This design comes from an exercise in tuning for small area on the open sky130 flow, not from production work. Where RTL was checked, it was by simulation tests only, not by an equivalence proof against the original.

==> flow/design.v (excerpt) <==
module top_servo(
	input logic clk,
	input logic rst_n,
	input logic [11:0] target_pos,        
	input logic [11:0] measured_pos,      
	input logic [11:0] measured_current,  
	output logic pwm_out,
	output logic [17:0] duty,             
	output logic current_high             
);
clock: 20.0 ns
lec_check: 0
cap_margin: 20
core_margin: 2
core_utilization: 40
slew_margin: 20
synth_hierarchical: 1
standard.sh (not shown) runs the stock make flow with config.mk's settings and CLKGATE_MAP_FILE= SYNTH_SCRIPT=/design/flow/synth_recipe.tcl, a recipe that flattens the netlist after the stock synthesis.
==> flow/flow/run.sh <==
#!/bin/bash
# Standard ORFS layout (standard.sh, unchanged synthesis) with two changes:
#  - port buffers are buf_1 cells instead of the default pick
#  - clock tree synthesis inserts no dummy balancing loads
set -euo pipefail
export BUFFER_PORTS_ARGS="-buffer_cell sky130_fd_sc_hd__buf_1"
export CTS_ARGS="-sink_clustering_enable -repair_clock_nets -dont_use_dummy_load"
bash standard.sh > standard.log 2>&1
The starting point finished with timing, DRC and antenna clean.
Next try:
==> flow/run.sh (new file) <==
#!/bin/bash
# synth_recipe.tcl (not shown) runs the flow's synth.tcl, then flattens the netlist and writes it again
# the make line also repeats each setting of config.mk as NAME=value (left out here)
make -C /OpenROAD-flow-scripts/flow DESIGN_CONFIG=/design/flow/config.mk WORK_HOME=/design/flow/orfs CLKGATE_MAP_FILE= SYNTH_SCRIPT=/design/flow/synth_recipe.tcl finish
removed: flow/flow/run.sh
removed: flow/standard.sh
Effect:
- setup slack improved by 0.029 ns
- first-iteration DRC count drops by a quarter to a third
- die area is unchanged
- final cell count climbs slightly
- non-clock buffer count is unchanged
No functional check of the RTL was part of any run of this note.

The RTL this note starts from:
==> flow/design.v <==
module fa (
	input  logic a,
	input  logic b,
	input  logic c,
	output logic s,
	output logic co
);
	assign s  = a ^ b ^ c;
	assign co = (a & b) | (a & c) | (b & c);
endmodule
module ha (
	input  logic a,
	input  logic b,
	output logic s,
	output logic co
);
	assign s  = a ^ b;
	assign co = a & b;
endmodule
module top_servo(
	input logic clk,
	input logic rst_n,
	input logic [11:0] target_pos,
	input logic [11:0] measured_pos,
	input logic [11:0] measured_current,
	output logic pwm_out,
	output logic [17:0] duty,
	output logic current_high
);
	wire [11:0] gtob_out = target_pos;
	wire [11:0] position_b_out = measured_pos;
	wire [11:0] current_b_out = measured_current;
	logic [16:0] duty_n;
	localparam [11:0] CURRENT_MAX = 12'd2500;
	localparam [19:0] LFSR_1M = 20'h875ea;
	localparam logic [31:0] ACC0 = 32'hfff9a502;    
	logic [12:0] x1, x2, x3, x4;
	logic [31:0] acc;
	logic [12:0] xin;
	logic [12:0] cx;
	assign xin[0] = gtob_out[0] ^ position_b_out[0];
	assign cx[1]  = gtob_out[0] | ~position_b_out[0];
	for (genvar i = 1; i < 12; i++) begin : g_xin
		fa u (.a(gtob_out[i]), .b(~position_b_out[i]), .c(cx[i]), .s(xin[i]), .co(cx[i+1]));
	end
	assign xin[12] = ~cx[12];
	wire [12:0] x2u = {~x2[12], x2[11:0]};
	wire [12:0] x3u = {~x3[12], x3[11:0]};
	wire [12:0] x4n = {x4[12], ~x4[11:0]};
	logic [13:0] p;
	logic [13:0] cp;
	ha u_p0 (.a(x3u[0]), .b(x4n[0]), .s(p[0]), .co(cp[1]));
	for (genvar i = 1; i < 13; i++) begin : g_p
		fa u (.a(x3u[i]), .b(x4n[i]), .c(cp[i]), .s(p[i]), .co(cp[i+1]));
	end
	assign p[13] = cp[13];
	logic [15:0] r;
	logic [15:0] cr;
	assign r[1:0] = x2u[1:0];
	ha u_r2 (.a(x2u[2]), .b(x2u[0]), .s(r[2]), .co(cr[3]));
	for (genvar i = 3; i < 13; i++) begin : g_r
		fa u (.a(x2u[i]), .b(x2u[i-2]), .c(cr[i]), .s(r[i]), .co(cr[i+1]));
	end
	ha u_r13 (.a(x2u[11]), .b(cr[13]), .s(r[13]), .co(cr[14]));
	ha u_r14 (.a(x2u[12]), .b(cr[14]), .s(r[14]), .co(cr[15]));
	assign r[15] = cr[15];
	logic [16:0] yu;
	logic [16:0] cy;
	assign yu[0] = p[0];
	ha u_y1 (.a(p[1]), .b(r[0]), .s(yu[1]), .co(cy[2]));
	for (genvar i = 2; i < 14; i++) begin : g_y
		fa u (.a(p[i]), .b(r[i-1]), .c(cy[i]), .s(yu[i]), .co(cy[i+1]));
	end
	ha u_y14 (.a(r[13]), .b(cy[14]), .s(yu[14]), .co(cy[15]));
	ha u_y15 (.a(r[14]), .b(cy[15]), .s(yu[15]), .co(cy[16]));
	assign yu[16] = r[15] ^ cy[16];
	logic [18:0] q;
	logic [18:0] cq;
	assign q[1:0] = yu[1:0];
	ha u_q2 (.a(yu[2]), .b(yu[0]), .s(q[2]), .co(cq[3]));
	for (genvar i = 3; i < 17; i++) begin : g_q
		fa u (.a(yu[i]), .b(yu[i-2]), .c(cq[i]), .s(q[i]), .co(cq[i+1]));
	end
	ha u_q17 (.a(yu[15]), .b(cq[17]), .s(q[17]), .co(cq[18]));
	assign q[18] = yu[16] ^ cq[18];
	logic [19:0] ctl;
	logic [20:0] cc;
	assign ctl[0] = acc[0];
	ha u_c1 (.a(acc[1]), .b(q[0]), .s(ctl[1]), .co(cc[2]));
	for (genvar i = 2; i < 20; i++) begin : g_c
		fa u (.a(acc[i]), .b(q[i-1]), .c(cc[i]), .s(ctl[i]), .co(cc[i+1]));
	end
	wire hi_ones = &acc[30:20];
	wire hi_zero = cc[20] ? (hi_ones & acc[31]) : ~|acc[31:20];
	wire neg     = acc[31] ^ (cc[20] & hi_ones);
	wire mid     = hi_zero & ~|ctl[19:17];      
	wire hi = ~neg & (~mid | (ctl[16:0] > 17'd100000));
	wire lo = neg | (mid & (ctl[16:0] < 17'd50000));
	logic [31:0] acc_sum;
	logic [31:0] ca;
	ha u_a0 (.a(acc[0]), .b(x2[0]), .s(acc_sum[0]), .co(ca[1]));
	for (genvar i = 1; i < 31; i++) begin : g_a
		fa u (.a(acc[i]), .b(x2[i < 13 ? i : 12]), .c(ca[i]), .s(acc_sum[i]), .co(ca[i+1]));
	end
	assign acc_sum[31] = acc[31] ^ x2[12] ^ ca[31];
	wire first = duty_n[16] & duty_n[15];
	always_ff @(posedge clk or negedge rst_n) begin
		if (!rst_n) begin
			x1 <= '0;
			x2 <= '0;
			x3 <= '0;
			x4 <= '0;
			acc <= ACC0;
			duty_n <= '1;
		end else begin
			x1 <= xin;
			x2 <= x1;
			x3 <= x2;
			x4 <= x3;
			acc <= acc_sum;
			if (first || lo)
				duty_n <= ~17'd50000;
			else if (hi)
				duty_n <= ~17'd100000;
			else
				duty_n <= ~ctl[16:0];
		end
	end
	localparam logic [19:0] ODD = 20'haaaaa;
	logic [19:0] st;
	wire  [19:0] lfsr = st ^ ODD;
	wire over = current_b_out > CURRENT_MAX;
	wire fb = ~(lfsr[19] ^ lfsr[16]);
	wire [19:0] lfsr_next = over ? {lfsr[18:0], fb} : 20'd0;
	always_ff @(posedge clk or negedge rst_n) begin
		if (!rst_n) begin
			st <= ODD;
			current_high <= 1'b0;
		end else begin
			st <= lfsr_next ^ ODD;
			current_high <= over & (current_high | (lfsr == LFSR_1M));
		end
	end
	logic [19:0] counter;
	logic [19:0] inc;
	logic [20:0] c;
	logic [17:0] b;
	assign inc[0] = ~counter[0];
	assign c[1] = counter[0];
	for (genvar i = 1; i < 20; i++) begin : g_inc
		ha u (.a(counter[i]), .b(c[i]), .s(inc[i]), .co(c[i+1]));
	end
	wire wrap = &{counter[19:16], counter[14], counter[9], c[6]};
	localparam logic [19:0] WRAP_INC = 20'd1000000;
	always_ff @(posedge clk or negedge rst_n) begin
		if (!rst_n)
			counter <= '0;
		else
			counter <= inc & ~({20{wrap}} & WRAP_INC);
	end
	wire [16:0] dutyp = ~duty_n;
	assign b[0] = 1'b0;
	for (genvar i = 0; i < 17; i++) begin : g_cmp
		assign b[i+1] = (~counter[i] & dutyp[i]) | (~counter[i] & b[i]) | (dutyp[i] & b[i]);
	end
	assign pwm_out = ~current_high & ~|counter[19:17] & b[17];
	assign duty = {1'b0, ~(duty_n | {17{current_high}})};
endmodule
Settings: LEC_CHECK=0, CAP_MARGIN=20, CORE_MARGIN=2, CORE_UTILIZATION=60, SLEW_MARGIN=20, SYNTH_HIERARCHICAL=1; clock period 20.0 ns.
==> flow/flow/run.sh <==
#!/bin/bash
# Layout flow: the standard ORFS flow (standard.sh) with these changes:
#  - after the standard synthesis, the combinational glue logic (everything
#    but the flip-flops, adder cells and tie cells) is re-mapped by Yosys/ABC
#    with an area-oriented script (flow/remap.ys, flow/remap.abc); registers
#    keep their names and cell types. The ABC script is run with random seeds
#    1..8 and the netlist with the smallest cell area is kept (first seed on
#    a tie), so the result is deterministic.
#  - port buffers are buf_1 cells instead of the default pick
#  - clock tree synthesis uses clkbuf_4 leaves under a clkbuf_8 root, in
#    clusters of at most 10 sinks, and inserts no dummy balancing loads
# Logs in the work folder: synth.log (standard synthesis), remap_<seed>.log
# (the re-mappings), standard.log (the rest of the flow); each ORFS step also
# keeps its own log under orfs/logs/.
set -euo pipefail
export BUFFER_PORTS_ARGS="-buffer_cell sky130_fd_sc_hd__buf_1"
export CTS_ARGS="-sink_clustering_enable -repair_clock_nets -dont_use_dummy_load -buf_list sky130_fd_sc_hd__clkbuf_4 -root_buf sky130_fd_sc_hd__clkbuf_8 -sink_clustering_size 10"

R=orfs/results/${FLOW_PLATFORM}/top_servo/base
LIB=${FLOW_HOME}/platforms/${FLOW_PLATFORM}/lib/sky130_fd_sc_hd__tt_025C_1v80.lib
YOSYS=$(command -v yosys || true)
[[ -n "$YOSYS" ]] || YOSYS=${FLOW_HOME}/../tools/install/yosys/bin/yosys

bash standard.sh synth > synth.log 2>&1

cp "$R/1_2_yosys.v" "$R/1_2_yosys_standard.v"
mkdir -p remap
best=""
best_area=""
for seed in 1 2 3 4 5 6 7 8; do
  sed -e "s|SEED|$seed|" flow/remap.abc > remap/remap_$seed.abc
  sed -e "s|LIBFILE|$LIB|g" -e "s|INFILE|$R/1_2_yosys_standard.v|" \
      -e "s|OUTFILE|remap/netlist_$seed.v|" -e "s|ABCSCRIPT|$PWD/remap/remap_$seed.abc|" \
      -e "s|remap_check.txt|remap/check_$seed.txt|" -e "s|remap_stat.txt|remap/stat_$seed.txt|" \
      flow/remap.ys > remap/remap_$seed.ys
  if "$YOSYS" -s remap/remap_$seed.ys > remap_$seed.log 2>&1; then
    area=$(awk '/Chip area for module/ {print $NF}' remap/stat_$seed.txt | tail -1)
    if [[ -n "$area" ]] && { [[ -z "$best" ]] || awk -v a="$area" -v b="$best_area" 'BEGIN{exit !(a < b)}'; }; then
      best=$seed
      best_area=$area
    fi
  fi
done
echo "remap: seed $best, area $best_area" > remap_choice.txt
if [[ -n "$best" ]]; then
  cp "remap/netlist_$best.v" "$R/1_2_yosys.v"
  rm -f "$R/1_synth.odb" "$R/1_synth.sdc"
fi

bash standard.sh > standard.log 2>&1
==> flow/flow/remap.ys <==
# Re-map the combinational glue of the standard synthesis netlist with an
# area-oriented ABC script. Flip-flops, adder cells and tie cells stay as they
# are (black boxes), so every register keeps its name and cell type.
# run.sh fills in LIBFILE, INFILE, OUTFILE and ABCSCRIPT.
read_liberty -overwrite -ignore_miss_func LIBFILE
blackbox sky130_fd_sc_hd__fa_* sky130_fd_sc_hd__ha_* sky130_fd_sc_hd__df* sky130_fd_sc_hd__conb_*
read_verilog -overwrite INFILE
hierarchy -top top_servo
flatten -noscopeinfo
rename -hide w:_*_.*
opt_clean -purge
abc -liberty LIBFILE -dont_use *probe* -dont_use *lpflow* -script ABCSCRIPT
read_liberty -lib -overwrite LIBFILE
opt_clean -purge
hilomap -singleton -hicell sky130_fd_sc_hd__conb_1 HI -locell sky130_fd_sc_hd__conb_1 LO
splitnets
opt_clean -purge
insbuf -buf sky130_fd_sc_hd__buf_4 A X
opt_clean -purge
tee -o remap_check.txt check -assert
tee -o remap_stat.txt stat -liberty LIBFILE
write_verilog -noattr -noexpr -nohex -nodec OUTFILE
Other scripts of this flow, unchanged in this note and not shown: flow/flow/remap.abc
The starting point passed the timing, DRC and antenna checks.
==> next run, changes <==
--- a/flow/flow/run.sh
+++ b/flow/flow/run.sh
@@ -3,3 +3,3 @@
 #  - after the standard synthesis, the combinational glue logic (everything
-#    but the flip-flops, adder cells and tie cells) is re-mapped by Yosys/ABC
+#    but the flip-flops, full-adder cells and tie cells) is re-mapped by Yosys/ABC
 #    with an area-oriented script (flow/remap.ys, flow/remap.abc); registers
--- a/flow/flow/remap.ys
+++ b/flow/flow/remap.ys
@@ -1,7 +1,8 @@
 # Re-map the combinational glue of the standard synthesis netlist with an
-# area-oriented ABC script. Flip-flops, adder cells and tie cells stay as they
-# are (black boxes), so every register keeps its name and cell type.
+# area-oriented ABC script. Flip-flops, full-adder cells and tie cells stay as
+# they are (black boxes), so every register keeps its name and cell type; half
+# adders are re-mapped with the rest.
 # run.sh fills in LIBFILE, INFILE, OUTFILE and ABCSCRIPT.
 read_liberty -overwrite -ignore_miss_func LIBFILE
-blackbox sky130_fd_sc_hd__fa_* sky130_fd_sc_hd__ha_* sky130_fd_sc_hd__df* sky130_fd_sc_hd__conb_*
+blackbox sky130_fd_sc_hd__fa_* sky130_fd_sc_hd__df* sky130_fd_sc_hd__conb_*
 read_verilog -overwrite INFILE
First-iteration DRC count rose by 2.3%.
Register-to-register slack gets worse by 0.08 ns.
Worst setup slack is worse by 0.081 ns.
Final area goes down by 0.41%.
==> next run, changes <==
CORE_UTILIZATION = 70   (was 60)
What happened:
- hold slack barely changes
- via count rose slightly
- cell area barely changes
- count of clock-buffer cells in the layout stays the same
- critical path depth is unchanged
- utilization rose by 11 points
- worst setup slack loses 0.077 ns
- routed wire length rose by a few percent
- register-to-register slack loses 0.08 ns
- area after synthesis does not change

afterwards: timing with drivers on the ports:
How much do the figures lean on ideal ports? The routed layouts below were timed once more, with nothing changed but the port constraints.
Step 1 assumes that a clkbuf_16 drives the clock port and a buf_2 every other input.
Step 2 also shifts input and output timing later by t, the mid clock arrival at the registers, as if the neighbouring blocks saw the same clock.
Three values: ideal, step 1, step 2; two values: the first two.
run | t (ns) | setup slack, ns | worst setup path at the end | worst slew at a driven data input, ns
the first run of note 1 | 0.452 | 7.201 / 7.201 / 7.201 | register to register | 0.04
the second run of note 1 | 0.452 | 7.230 / 7.230 / 7.230 | register to register | 0.04
the first run of note 2 | 0.426 | 7.395 / 7.395 / 7.395 | register to register | 0.03
the second run of note 2 | 0.441 | 7.314 / 7.314 / 7.314 | register to register | 0.03
the third run of note 2 | 0.439 | 7.237 / 7.237 / 7.237 | register to register | 0.04
After both steps setup and hold are still met in every run listed.
